This design comes from an exercise in tuning for small area on the open sky130 flow, not from production work. Where RTL was checked, it was by simulation tests only, not by an equivalence proof against the original. Power figures rest on the tool's default switching activity, not on a simulated workload.

lane 1:
## GMII_MAC_RX
module GMII_MAC_RX #
(    
    parameter [31:0] ip1 = {8'd192, 8'd168, 8'd0, 8'd1},
    parameter [31:0] ip2 = {8'd192, 8'd168, 8'd0, 8'd2},
    parameter [31:0] ip3 = {8'd192, 8'd168, 8'd0, 8'd3},
    parameter [31:0] ip4 = {8'd192, 8'd168, 8'd1, 8'd102},
    parameter [31:0] ip5 = {8'd192, 8'd168, 8'd0, 8'd5}
) (
    input wire reset
    ,input wire rx_clk
    ,input wire [7:0] rxd
    ,input wire rxdv
    ,input wire rxer
    ,output wire [7:0] data_out
    ,output wire IP_is_matched
    ,output reg error
    ,output reg CRC_ok
);
localparam [3:0]
    SM_IDLE      = 4'd0,
    SM_PRMBL_RDY = 4'd1,
    SM_SFD       = 4'd2,
    SM_HEAD_MAC  = 4'd3,
    SM_FR_TYPE   = 4'd4,
    SM_PAYLOAD   = 4'd5,
    SM_CRC       = 4'd6,
    SM_IPG       = 4'd7,
    SM_ERROR     = 4'd8,
    SM_FR_VLAN   = 4'd9,
    SM_IP_DEST   = 4'd10;
localparam [7:0]
    PREAMBLE = 8'h55,
    START_FRAME_DELIMITER = 8'h5d;
assign data_out = rxd;
reg [3:0] st, nx;
reg [10:0] cnt;
reg [3:0] vlan_tags_cntr;
reg type_vlan;               
reg [2:0] ip_st;             
reg crc_ok_r;                
reg [2:0] crc_ok_shift;
wire crc_shift_ok = |crc_ok_shift;
wire rx55 = (rxd == PREAMBLE);
wire cnt_idle_full = cnt[2] & cnt[1] & cnt[0];               
wire cnt_head_full = cnt[3] & cnt[2] & cnt[0];               
wire cnt_two       = cnt[1];                                 
wire cnt_low       = (cnt[10:6] == 5'd0);
wire cnt_is12      = cnt_low & (cnt[5:0] == 6'd12);
wire cnt_is20      = cnt[4] & cnt[2];                        
wire cnt_max       = cnt[10] & cnt[8] & cnt[7] & cnt[6] & cnt[4] & cnt[3] & cnt[2];  
wire [5:0] payload_min = (vlan_tags_cntr == 4'd0) ? 6'd46 :
                         (vlan_tags_cntr == 4'd1) ? 6'd42 :
                         (vlan_tags_cntr == 4'd2) ? 6'd38 : 6'd34;
wire cnt_le_min = cnt_low & (cnt[5:0] <= payload_min);
always @(*) begin
    nx = SM_IDLE;
    case (st)
        SM_IDLE :
            if (rxer) nx = SM_ERROR;
            else if (cnt_idle_full) nx = SM_PRMBL_RDY;
            else nx = SM_IDLE;
        SM_PRMBL_RDY :
  ...
make LEC_CHECK=0 CAP_MARGIN=20 CORE_MARGIN=2 CORE_UTILIZATION=40 SLEW_MARGIN=20 finish   # period 8.0 ns
run.sh (not shown) runs the stock make flow with config.mk's settings and CLKGATE_MAP_FILE= SYNTH_SCRIPT=/design/flow/synth_recipe.tcl, a recipe that flattens the netlist after the stock synthesis.
Setup changes, lane 1 to lane 2
diff --git a/flow/design.v b/flow/design.v
--- a/flow/design.v
+++ b/flow/design.v
@@ -1,29 +1,27 @@
 module CRC_chk (
     input wire clk
     ,input wire [7:0] CRC_data_in
     ,input wire CRC_en           
-    ,input wire CRC_first        
     ,output wire CRC_match       
 );
 reg [31:0] F;
 wire [7:0] D = CRC_data_in;
-wire first = CRC_first;
 wire [7:0] nb;
-assign nb[0] = F[0] ^ F[7] ^ F[12] ^ F[14] ^ F[17] ^ F[21] ^ F[26] ^ F[28] ^ F[29] ^ F[31] ^ D[2] ^ D[4] ^ D[5] ^ D[7];
-assign nb[1] = F[0] ^ F[2] ^ F[7] ^ F[11] ^ F[12] ^ F[15] ^ F[16] ^ F[17] ^ F[18] ^ F[19] ^ F[21] ^ F[23] ^ F[25] ^ F[28] ^ F[30] ^ D[0] ^ D[1] ^ D[4] ^ D[7];
-assign nb[2] = F[1] ^ F[2] ^ F[3] ^ F[6] ^ F[7] ^ F[9] ^ F[12] ^ F[15] ^ F[16] ^ F[20] ^ F[23] ^ F[25] ^ F[27] ^ F[28] ^ D[2] ^ D[7];
-assign nb[3] = F[0] ^ F[1] ^ F[3] ^ F[6] ^ F[7] ^ F[11] ^ F[12] ^ F[17] ^ F[21] ^ F[27] ^ F[28] ^ F[29] ^ D[2] ^ D[6] ^ D[7] ^ first;
-assign nb[4] = F[2] ^ F[4] ^ F[6] ^ F[7] ^ F[9] ^ F[12] ^ F[15] ^ F[19] ^ F[23] ^ F[27] ^ F[31] ^ D[1] ^ D[3];
-assign nb[5] = F[0] ^ F[1] ^ F[4] ^ F[5] ^ F[9] ^ F[11] ^ F[16] ^ F[24] ^ F[25] ^ F[26] ^ F[31] ^ D[4] ^ D[6];
-assign nb[6] = F[1] ^ F[2] ^ F[6] ^ F[7] ^ F[8] ^ F[12] ^ F[16] ^ F[26] ^ F[27] ^ F[29] ^ D[4] ^ D[5] ^ D[7] ^ first;
-assign nb[7] = F[0] ^ F[1] ^ F[2] ^ F[4] ^ F[5] ^ F[6] ^ F[9] ^ F[10] ^ F[11] ^ F[18] ^ F[21] ^ F[23] ^ F[27] ^ D[0] ^ D[4];
+assign nb[0] = F[1] ^ F[2] ^ F[4] ^ F[7] ^ F[12] ^ F[13] ^ F[16] ^ F[17] ^ F[18] ^ F[24] ^ F[25] ^ F[26] ^ F[28] ^ F[29] ^ F[30] ^ D[1] ^ D[7];
+assign nb[1] = F[2] ^ F[3] ^ F[5] ^ F[8] ^ F[13] ^ F[14] ^ F[17] ^ F[18] ^ F[19] ^ F[25] ^ F[26] ^ F[27] ^ F[29] ^ F[30] ^ F[31] ^ D[0] ^ D[6];
+assign nb[2] = F[0] ^ F[3] ^ F[4] ^ F[10] ^ F[14] ^ F[15] ^ F[16] ^ F[18] ^ F[19] ^ F[21] ^ F[22] ^ F[24] ^ F[25] ^ F[26] ^ D[5];
+assign nb[3] = F[1] ^ F[4] ^ F[5] ^ F[11] ^ F[15] ^ F[16] ^ F[17] ^ F[19] ^ F[20] ^ F[22] ^ F[23] ^ F[25] ^ F[26] ^ F[27] ^ D[4];
+assign nb[4] = F[2] ^ F[5] ^ F[6] ^ F[12] ^ F[16] ^ F[17] ^ F[18] ^ F[20] ^ F[21] ^ F[23] ^ F[24] ^ F[26] ^ F[27] ^ F[28] ^ D[3];
+assign nb[5] = F[3] ^ F[6] ^ F[7] ^ F[13] ^ F[17] ^ F[18] ^ F[19] ^ F[21] ^ F[22] ^ F[24] ^ F[25] ^ F[27] ^ F[28] ^ F[29] ^ D[2];
+assign nb[6] = F[4] ^ F[7] ^ F[8] ^ F[14] ^ F[18] ^ F[19] ^ F[20] ^ F[22] ^ F[23] ^ F[25] ^ F[26] ^ F[28] ^ F[29] ^ F[30] ^ D[1];
+assign nb[7] = F[5] ^ F[8] ^ F[9] ^ F[15] ^ F[19] ^ F[20] ^ F[21] ^ F[23] ^ F[24] ^ F[26] ^ F[27] ^ F[29] ^ F[30] ^ F[31] ^ D[0];
 wire [31:0] Fn = {F[23:0], nb};
 always @(posedge clk)
-    F <= {F[23:0], CRC_en ? nb : 8'h00};
-assign CRC_match = (Fn == 32'h489800b9);
+    F <= CRC_en ? Fn : 32'h47830999;
+assign CRC_match = CRC_en & (Fn == 32'hfc4f00b5);
 endmodule
 module GMII_MAC_RX #
 (    
     parameter [31:0] ip1 = {8'd192, 8'd168, 8'd0, 8'd1},
     parameter [31:0] ip2 = {8'd192, 8'd168, 8'd0, 8'd2},
     parameter [31:0] ip3 = {8'd192, 8'd168, 8'd0, 8'd3},
@@ -128,13 +126,12 @@
               (st == SM_PAYLOAD) || (st == SM_IP_DEST);
 wire crc_match;
 CRC_chk CRC_chk_inst (
     .clk         (rx_clk),
     .CRC_data_in (rxd),
     .CRC_en      (crc_en),
-    .CRC_first   ((st == SM_HEAD_MAC) && !cnt[3] && !(cnt[2] && (cnt[1] || cnt[0]))),
     .CRC_match   (crc_match)
 );
 wire cnt_inc = (nx == SM_HEAD_MAC) || (nx == SM_FR_TYPE) || (nx == SM_FR_VLAN) ||
                (nx == SM_PAYLOAD) || (nx == SM_IP_DEST) || ((nx == SM_IDLE) && rx55);
 wire cnt_restart = ((st == SM_HEAD_MAC) && cnt_head_full) ||
                    (((st == SM_FR_TYPE) || (st == SM_FR_VLAN)) && cnt_two);
Results
Proportion of layout cells with a drive suffix above 1: lane 2 > lane 1. Lane 2 vs lane 1: non-clock buffer count up by a few percent. Lane 2: switching component of the power 21% below lane 1. Per the comparison of lane 2 with lane 1, share of cell area taken by muxes after synthesis increased by 0.47 points relative to the old numbers; wire length increased by 6.1% relative to the old numbers; area growth from synthesis to layout decreased by 1.3 points relative to the old numbers. Lane 2 ends up with a worst hold slack that is 0.098 ns higher than in lane 1.
Only the layout flow was run in lane 1; the RTL was not checked for function there.

-- port drivers added, routing unchanged --
No port has a modelled driver above. Below, the same layouts with a new extraction and two added sets of constraints.
Step 1 sets driving cells, clkbuf_16 on the clock port and buf_2 on the other inputs (assumed; they add their load-dependent delay and slew).
Step 2, shift: input delay + t, output delay - t, t = (earliest + latest rising clock arrival at the registers) / 2. This alone moves slack from input paths to output paths.
a / b / c = no drivers / after step 1 / after step 2; a / b = the first two.
run | shift t [ns] | setup WS [ns] | latest minus earliest clock arrival (ns) | slew at the worst register clock pin (ns) | worst slew at a driven data input, ns
lane 1 | 0.373 | 3.441 / 3.407 / 3.244 | 0.013 / 0.014 | 0.09 / 0.09 | 0.04
lane 2 | 0.374 | 3.534 / 3.509 / 3.509 | 0.017 / 0.017 | 0.08 / 0.08 | 0.03
After both steps every run listed still meets setup and hold. The setup slack of lane 1, which loses most, moves by -0.034 ns with the drivers and by -0.197 ns with both steps.
